Source: an optimization exercise on an open RTL-to-GDS flow (aim: small area and a short achievable clock period). Production flows keep margins and buffers that such runs may drop.
Power is estimated from default activity; no workload was simulated.

==> run a <==
Design QE_M, start of the top module:
module QE_M (clk, reset, in_a, in_b, in_c, in_x, mode, valid_in, last_input, valid_out, result);
input wire clk, reset, mode;
input wire [7:0] in_a;
input wire [7:0] in_b;
input wire [7:0] in_c;
input wire [7:0] in_x;
input wire valid_in, last_input;
output reg valid_out;
output wire [15:0] result;
reg [7:0]  A0, B0, C0, X0;
reg        m0, f0;
reg [15:0] R;
reg [7:0]  X1, C1;
reg        keep1;      
reg [15:0] Y;
reg        q0, q1;     
reg        lastd;      
wire [15:0] Z = (Y & {16{keep1}}) | {8'd0, C1};
wire p1_0_0, p1_0_1, p1_0_2, p1_0_3, p1_0_4, p1_0_5, p1_0_6, p1_0_7;
wire p1_1_0, p1_1_1, p1_1_2, p1_1_3, p1_1_4, p1_1_5, p1_1_6, p1_1_7;
wire p1_2_0, p1_2_1, p1_2_2, p1_2_3, p1_2_4, p1_2_5, p1_2_6, p1_2_7;
wire p1_3_0, p1_3_1, p1_3_2, p1_3_3, p1_3_4, p1_3_5, p1_3_6, p1_3_7;
wire p1_4_0, p1_4_1, p1_4_2, p1_4_3, p1_4_4, p1_4_5, p1_4_6, p1_4_7;
wire p1_5_0, p1_5_1, p1_5_2, p1_5_3, p1_5_4, p1_5_5, p1_5_6, p1_5_7;
wire p1_6_0, p1_6_1, p1_6_2, p1_6_3, p1_6_4, p1_6_5, p1_6_6, p1_6_7;
wire p1_7_0, p1_7_1, p1_7_2, p1_7_3, p1_7_4, p1_7_5, p1_7_6, p1_7_7;
wire p2_0_0, p2_1_0, p2_2_0, p2_3_0, p2_4_0, p2_5_0, p2_6_0, p2_7_0;
wire p2_8_0, p2_9_0, p2_10_0, p2_11_0, p2_12_0, p2_13_0, p2_14_0, p2_15_0;
wire p2_0_1, p2_1_1, p2_2_1, p2_3_1, p2_4_1, p2_5_1, p2_6_1, p2_7_1;
wire p2_8_1, p2_9_1, p2_10_1, p2_11_1, p2_12_1, p2_13_1, p2_14_1, p2_0_2;
  ...
clock: 6.5 ns
lec_check: 0
cap_margin: 20
core_margin: 2
core_utilization: 40
slew_margin: 20
run.sh (not shown) runs the stock make flow with config.mk's settings and CLKGATE_MAP_FILE= SYNTH_SCRIPT=/design/flow/synth_recipe.tcl, a recipe that flattens the netlist after the stock synthesis.
==> inputs of run b, as changes to run a <==
SETUP_SLACK_MARGIN = 2.5   (was unset)
==> results.txt <==
Sequential power: run b is higher than run a (about 1%). Count of clock-buffer cells in the layout is the same in run b and run a. In run b the worst setup slack is better than in run a, by 0.48 ns. In area after synthesis, run b and run a do not differ. In run a the wire length is lower than in run b, by about 9%. Between run a and run b, the lower via count is in run a (gap 4.9%, measured against run b). Of run a and run b, run b has the higher fmax (gap about 10%, measured against run b). Between run a and run b, the lower design area is in run a (gap 5.9%, measured against run b). In run b the clock skew is higher than in run a, by 0.0018 ns. In synthesized cell count, run b and run a do not differ.
==> figures <==
| quantity | run a | run b |
|---|---|---|
| Run status | timing/DRC/antenna clean | timing/DRC/antenna clean |
| Met1 Wirelength | 6.546 mm | 6.764 mm |
| Register fraction of the total cell area | 21.07% | 20.94% |
| Part of the power in registers | 18.8% | 16.2% |
| P_comb | 2980 uW | 3790 uW |
| Worst endpoint data arrival time | 4.82 ns | 4.33 ns |
| Share of final layout cell area taken by non-clock buffers | 6.341% | 8.442% |
| Stages on the worst setup path | 13 | 14 |
| Cell type of the slowest stage on the worst timing path | dfxtp_1 | fa_1 |
| Unrepaired setup endpoints after global routing | no | yes |
| Setup clock skew after layout | 0.007650 ns | 0.009432 ns |
| Peak per-stage delay on the critical path | 0.62 ns | 0.49 ns |
| Wire length per cell | 13.55 um | 14.55 um |
| Least setup slack across all paths after layout | 1.956 ns | 2.438 ns |
| Final HPWL DP | 11.18 mm | 11.84 mm |
| Number of buffers inserted by post-CTS setup repair | 0 | 12 |
| Cells on worst reg2reg path | 13 | 14 |
| Static Leak | 0.003916 uW | 0.004048 uW |
| Met2 Track Usage GR | 27.31% | 29.70% |
| Relative max-transition margin | 51.36% | 55.17% |
| Final non-filler cell area | 8367 um2 | 8892 um2 |
No run of this note included a check of the RTL's function; only the layout flow was run.

---

==> inputs of job 2746 <==
QE_M, a different RTL version from the one above (not shown whole).
clock: 6.5 ns
lec_check: 0
cap_margin: 20
core_margin: 2
core_utilization: 40
cts_buf_list: sky130_fd_sc_hd__clkbuf_8
setup_slack_margin: 4
slew_margin: 20
synth_hierarchical: 1
standard.sh (not shown) runs the stock make flow with config.mk's settings and CLKGATE_MAP_FILE= SYNTH_SCRIPT=/design/flow/synth_recipe.tcl, a recipe that flattens the netlist after the stock synthesis.
==> flow/flow/run.sh <==
#!/bin/bash
# The standard layout, with buf_2 cells as the port buffers.
bash standard.sh "BUFFER_PORTS_ARGS=-buffer_cell sky130_fd_sc_hd__buf_2" finish > standard.log 2>&1
==> job 8080: changes against job 2746 <==
--- a/flow/design.v
+++ b/flow/design.v
@@ -13,11 +13,11 @@
 reg [15:0] R;
 reg [3:0]  bo, bt, bn;   
 reg [3:0]  bnn;          
 reg        x7;
 reg [7:0]  C2;
-reg        nkeep2;       
+reg        keep2;
 reg S3a15, S3b15, S3a14, S3b14, S3a13, S3b13, S3a12, S3b12, S3a11, S3b11, S3a10, S3b10, S3a9, S3b9, S3a8, S3b8, S3a7, S3b7, S3a6, S3b6, S3a5, S3b5, S3a4, S3b4, S3a3, S3b3, S3a2, S3b2, S3a1, S3b1, S3a0, S3b0;
 reg [15:0] Y;
 reg        q1, q2, q3;   
 reg        lastd;        
 wire [15:0] S3a = {S3a15, S3a14, S3a13, S3a12, S3a11, S3a10, S3a9, S3a8, S3a7, S3a6, S3a5, S3a4, S3a3, S3a2, S3a1, S3a0};
@@ -135,11 +135,11 @@
 qe_x2 td_cp_sx11 (.a(td_cp_p[11]), .b(td_cp_c[11]), .y(S3s[11]));
 qe_x2 td_cp_sx12 (.a(td_cp_p[12]), .b(td_cp_c[12]), .y(S3s[12]));
 qe_x2 td_cp_sx13 (.a(td_cp_p[13]), .b(td_cp_c[13]), .y(S3s[13]));
 qe_x2 td_cp_sx14 (.a(td_cp_p[14]), .b(td_cp_c[14]), .y(S3s[14]));
 qe_x2 td_cp_sx15 (.a(td_cp_p[15]), .b(td_cp_c[15]), .y(S3s[15]));
-wire [7:0] bg = ~(in_b & {8{~mode}});
+wire [7:0] bg = ~(in_b & {8{~m1}});
 wire pa_0_0, pa_0_1, pa_0_2, pa_0_3, pa_0_4, pa_0_5, pa_0_6, pa_0_7;
 wire pa_1_0, pa_1_1, pa_1_2, pa_1_3, pa_1_4, pa_1_5, pa_1_6, pa_1_7;
 wire pa_2_0, pa_2_1, pa_2_2, pa_2_3, pa_2_4, pa_2_5, pa_2_6, pa_2_7;
 wire pa_3_0, pa_3_1, pa_3_2, pa_3_3, pa_3_4, pa_3_5, pa_3_6, pa_3_7;
 wire pa_4_0, pa_4_1, pa_4_2, pa_4_3, pa_4_4, pa_4_5, pa_4_6, pa_4_7;
@@ -477,37 +477,37 @@
 assign pc_0_12 = ~(((bo[0] & R[12]) | (bt[0] & R[11])) ^ bn[0]);
 assign pc_0_13 = ~(((bo[0] & R[13]) | (bt[0] & R[12])) ^ bn[0]);
 assign pc_0_14 = ~(((bo[0] & R[14]) | (bt[0] & R[13])) ^ bn[0]);
 assign pc_0_15 = ~(((bo[0] & R[15]) | (bt[0] & R[14])) ^ bn[0]);
 assign pc_neg_0 = bnn[0];
-assign pc_1_2 = ~(((bo[1] & R[0])) ^ ~(bnn[1] & (S3a[2] | nkeep2)));
-assign pc_1_3 = ~(((bo[1] & R[1]) | (bt[1] & R[0])) ^ ~(bnn[1] & (S3a[3] | nkeep2)));
-assign pc_1_4 = ~(((bo[1] & R[2]) | (bt[1] & R[1])) ^ ~(bnn[1] & (S3a[4] | nkeep2)));
-assign pc_1_5 = ~(((bo[1] & R[3]) | (bt[1] & R[2])) ^ ~(bnn[1] & (S3a[5] | nkeep2)));
-assign pc_1_6 = ~(((bo[1] & R[4]) | (bt[1] & R[3])) ^ ~(bnn[1] & (S3a[6] | nkeep2)));
-assign pc_1_7 = ~(((bo[1] & R[5]) | (bt[1] & R[4])) ^ ~(bnn[1] & (S3a[7] | nkeep2)));
-assign pc_1_8 = ~(((bo[1] & R[6]) | (bt[1] & R[5])) ^ ~(bnn[1] & (S3a[8] | nkeep2)));
-assign pc_1_9 = ~(((bo[1] & R[7]) | (bt[1] & R[6])) ^ ~(bnn[1] & (S3a[9] | nkeep2)));
-assign pc_1_10 = ~(((bo[1] & R[8]) | (bt[1] & R[7])) ^ ~(bnn[1] & (S3a[10] | nkeep2)));
-assign pc_1_11 = ~(((bo[1] & R[9]) | (bt[1] & R[8])) ^ ~(bnn[1] & (S3a[11] | nkeep2)));
-assign pc_1_12 = ~(((bo[1] & R[10]) | (bt[1] & R[9])) ^ ~(bnn[1] & (S3a[12] | nkeep2)));
-assign pc_1_13 = ~(((bo[1] & R[11]) | (bt[1] & R[10])) ^ ~(bnn[1] & (S3a[13] | nkeep2)));
-assign pc_1_14 = ~(((bo[1] & R[12]) | (bt[1] & R[11])) ^ ~(bnn[1] & (S3a[14] | nkeep2)));
-assign pc_1_15 = ~(((bo[1] & R[13]) | (bt[1] & R[12])) ^ ~(bnn[1] & (S3a[15] | nkeep2)));
+assign pc_1_2 = ((bo[1] & R[0]) | (keep2 & ~S3a[2])) ^ bnn[1];
+assign pc_1_3 = ((bo[1] & R[1]) | (bt[1] & R[0]) | (keep2 & ~S3a[3])) ^ bnn[1];
+assign pc_1_4 = ((bo[1] & R[2]) | (bt[1] & R[1]) | (keep2 & ~S3a[4])) ^ bnn[1];
+assign pc_1_5 = ((bo[1] & R[3]) | (bt[1] & R[2]) | (keep2 & ~S3a[5])) ^ bnn[1];
+assign pc_1_6 = ((bo[1] & R[4]) | (bt[1] & R[3]) | (keep2 & ~S3a[6])) ^ bnn[1];
+assign pc_1_7 = ((bo[1] & R[5]) | (bt[1] & R[4]) | (keep2 & ~S3a[7])) ^ bnn[1];
+assign pc_1_8 = ((bo[1] & R[6]) | (bt[1] & R[5]) | (keep2 & ~S3a[8])) ^ bnn[1];
+assign pc_1_9 = ~(((bo[1] & R[7]) | (bt[1] & R[6]) | (keep2 & ~S3a[9])) ^ bn[1]);
+assign pc_1_10 = ~(((bo[1] & R[8]) | (bt[1] & R[7]) | (keep2 & ~S3a[10])) ^ bn[1]);
+assign pc_1_11 = ~(((bo[1] & R[9]) | (bt[1] & R[8]) | (keep2 & ~S3a[11])) ^ bn[1]);
+assign pc_1_12 = ~(((bo[1] & R[10]) | (bt[1] & R[9]) | (keep2 & ~S3a[12])) ^ bn[1]);
+assign pc_1_13 = ~(((bo[1] & R[11]) | (bt[1] & R[10]) | (keep2 & ~S3a[13])) ^ bn[1]);
+assign pc_1_14 = ~(((bo[1] & R[12]) | (bt[1] & R[11]) | (keep2 & ~S3a[14])) ^ bn[1]);
+assign pc_1_15 = ~(((bo[1] & R[13]) | (bt[1] & R[12]) | (keep2 & ~S3a[15])) ^ bn[1]);
 assign pc_neg_1 = bnn[1];
-assign pc_2_4 = ~(((bo[2] & R[0])) ^ ~(bnn[2] & (S3b[4] | nkeep2)));
-assign pc_2_5 = ~(((bo[2] & R[1]) | (bt[2] & R[0])) ^ ~(bnn[2] & (S3b[5] | nkeep2)));
-assign pc_2_6 = ~(((bo[2] & R[2]) | (bt[2] & R[1])) ^ ~(bnn[2] & (S3b[6] | nkeep2)));
-assign pc_2_7 = ~(((bo[2] & R[3]) | (bt[2] & R[2])) ^ ~(bnn[2] & (S3b[7] | nkeep2)));
-assign pc_2_8 = ~(((bo[2] & R[4]) | (bt[2] & R[3])) ^ ~(bnn[2] & (S3b[8] | nkeep2)));
-assign pc_2_9 = ~(((bo[2] & R[5]) | (bt[2] & R[4])) ^ ~(bnn[2] & (S3b[9] | nkeep2)));
-assign pc_2_10 = ~(((bo[2] & R[6]) | (bt[2] & R[5])) ^ ~(bnn[2] & (S3b[10] | nkeep2)));
-assign pc_2_11 = ~(((bo[2] & R[7]) | (bt[2] & R[6])) ^ ~(bnn[2] & (S3b[11] | nkeep2)));
-assign pc_2_12 = ~(((bo[2] & R[8]) | (bt[2] & R[7])) ^ ~(bnn[2] & (S3b[12] | nkeep2)));
-assign pc_2_13 = ~(((bo[2] & R[9]) | (bt[2] & R[8])) ^ ~(bnn[2] & (S3b[13] | nkeep2)));
-assign pc_2_14 = ~(((bo[2] & R[10]) | (bt[2] & R[9])) ^ ~(bnn[2] & (S3b[14] | nkeep2)));
-assign pc_2_15 = ~(((bo[2] & R[11]) | (bt[2] & R[10])) ^ ~(bnn[2] & (S3b[15] | nkeep2)));
+assign pc_2_4 = ((bo[2] & R[0]) | (keep2 & ~S3b[4])) ^ bnn[2];
+assign pc_2_5 = ((bo[2] & R[1]) | (bt[2] & R[0]) | (keep2 & ~S3b[5])) ^ bnn[2];
+assign pc_2_6 = ((bo[2] & R[2]) | (bt[2] & R[1]) | (keep2 & ~S3b[6])) ^ bnn[2];
+assign pc_2_7 = ((bo[2] & R[3]) | (bt[2] & R[2]) | (keep2 & ~S3b[7])) ^ bnn[2];
+assign pc_2_8 = ((bo[2] & R[4]) | (bt[2] & R[3]) | (keep2 & ~S3b[8])) ^ bnn[2];
+assign pc_2_9 = ((bo[2] & R[5]) | (bt[2] & R[4]) | (keep2 & ~S3b[9])) ^ bnn[2];
+assign pc_2_10 = ~(((bo[2] & R[6]) | (bt[2] & R[5]) | (keep2 & ~S3b[10])) ^ bn[2]);
+assign pc_2_11 = ~(((bo[2] & R[7]) | (bt[2] & R[6]) | (keep2 & ~S3b[11])) ^ bn[2]);
+assign pc_2_12 = ~(((bo[2] & R[8]) | (bt[2] & R[7]) | (keep2 & ~S3b[12])) ^ bn[2]);
+assign pc_2_13 = ~(((bo[2] & R[9]) | (bt[2] & R[8]) | (keep2 & ~S3b[13])) ^ bn[2]);
+assign pc_2_14 = ~(((bo[2] & R[10]) | (bt[2] & R[9]) | (keep2 & ~S3b[14])) ^ bn[2]);
+assign pc_2_15 = ~(((bo[2] & R[11]) | (bt[2] & R[10]) | (keep2 & ~S3b[15])) ^ bn[2]);
 assign pc_neg_2 = bnn[2];
 assign pc_3_6 = ((bo[3] & R[0])) ^ bnn[3];
 assign pc_3_7 = ((bo[3] & R[1]) | (bt[3] & R[0])) ^ bnn[3];
 assign pc_3_8 = ((bo[3] & R[2]) | (bt[3] & R[1])) ^ bnn[3];
 assign pc_3_9 = ((bo[3] & R[3]) | (bt[3] & R[2])) ^ bnn[3];
@@ -524,16 +524,16 @@
 assign pc_4_11 = ~(x7 & R[3]);
 assign pc_4_12 = ~(x7 & R[4]);
 assign pc_4_13 = ~(x7 & R[5]);
 assign pc_4_14 = ~(x7 & R[6]);
 assign pc_4_15 = ~(x7 & R[7]);
-assign pc_acc_1_0 = nkeep2 | S3a[0];
-assign pc_acc_1_1 = nkeep2 | S3a[1];
-assign pc_acc_2_0 = nkeep2 | S3b[0];
-assign pc_acc_2_1 = nkeep2 | S3b[1];
-assign pc_acc_2_2 = nkeep2 | S3b[2];
-assign pc_acc_2_3 = nkeep2 | S3b[3];
+assign pc_acc_1_0 = ~(keep2 & ~S3a[0]);
+assign pc_acc_1_1 = ~(keep2 & ~S3a[1]);
+assign pc_acc_2_0 = ~(keep2 & ~S3b[0]);
+assign pc_acc_2_1 = ~(keep2 & ~S3b[1]);
+assign pc_acc_2_2 = ~(keep2 & ~S3b[2]);
+assign pc_acc_2_3 = ~(keep2 & ~S3b[3]);
 wire tc_1, tc_2, tc_3, tc_4, tc_5, tc_6, tc_7, tc_8;
 wire tc_9, tc_10, tc_11, tc_12, tc_13, tc_14, tc_15, tc_16;
 wire tc_17, tc_18, tc_19, tc_20, tc_21, tc_22, tc_23, tc_24;
 wire tc_25, tc_26, tc_27, tc_28, tc_29, tc_30, tc_31, tc_32;
 wire tc_33, tc_34, tc_35, tc_36, tc_37, tc_38, tc_39, tc_40;
@@ -720,11 +720,11 @@
 		bn[i] <= X1[2*i+1];
 		bnn[i] <= ~X1[2*i+1];
 	end
 	x7 <= X1[7];
 	C2 <= C1;
-	nkeep2 <= ~m1 | f1;
+	keep2 <= m1 & ~f1;
 	S3a15 <= tc_115;
 	S3b15 <= tc_114;
 	S3a14 <= tc_113;
 	S3b14 <= tc_112;
 	S3a13 <= tc_111;
==> metrics.md <==
| Metric | Value |
|---|---|
| Layout cell share with drive strength beyond 1 | 18.2% |
| Slowest CP cell | fa_1 |
| Die area | 22100 sq um |
| Status | timing/DRC/antenna clean |
| Non-clk invs | 22 |
| Pwr per Cell Area | 478 nW/um^2 |
# the run above: job 8080

==> metrics.md <==
| Metric | Value |
|---|---|
| Status | timing/DRC/antenna clean |
| Layout cell share with drive strength beyond 1 | 18.0% |
| Non-clk invs | 13 |
| CTS Sinks | 152 |
| Max Slew Vio Count | 0 |
| Final Instance Area | 9470 sq um |
| Slowest CP cell | dfxtp_1 |
| Tap Cells | 270 |
| Clock buffers | 19 |
| Reg clk slew, reported paths | 80 ps |
| Most used cell, CP | xor2_2 |
| RSZ-0062 raised after global routing | true |
| Pwr per Cell Area | 487 nW/um^2 |
# the run above: job 2746

No functional check of the RTL was part of any run of this note.

-- re-timing with driven ports --
The results above use ideal ports. As a check the final layouts listed here were re-extracted and re-timed, cells and wires unchanged. Step 1 assumes that a clkbuf_16 drives the clock port and a buf_2 every other input. Step 2, shift: input delay + t, output delay - t, t = (earliest + latest rising clock arrival at the registers) / 2. This alone moves slack from input paths to output paths. Slacks: no drivers / after step 1 / after step 2; pairs: no drivers / after step 1.
run | shift t [ns] | setup WS [ns] | latest minus earliest clock arrival (ns) | worst data-port slew with drivers (ns) | pins driven straight from the clock port
run a | 0.390 | 1.956 / 1.956 / 1.956 | 0.008 / 0.008 | 0.04 | 1
run b | 0.389 | 2.438 / 2.438 / 2.438 | 0.009 / 0.009 | 0.04 | 1
job 2746 | 0.478 | 4.085 / 4.085 / 3.666 | 0.015 / 0.015 | 0.04 | 1
job 8080 | 0.481 | 4.087 / 4.087 / 3.647 | 0.009 / 0.009 | 0.05 | 1
After both steps setup and hold are still met in every run listed. The setup slack of job 8080, which loses most, moves by 0.000 ns with the drivers and by -0.440 ns with both steps.
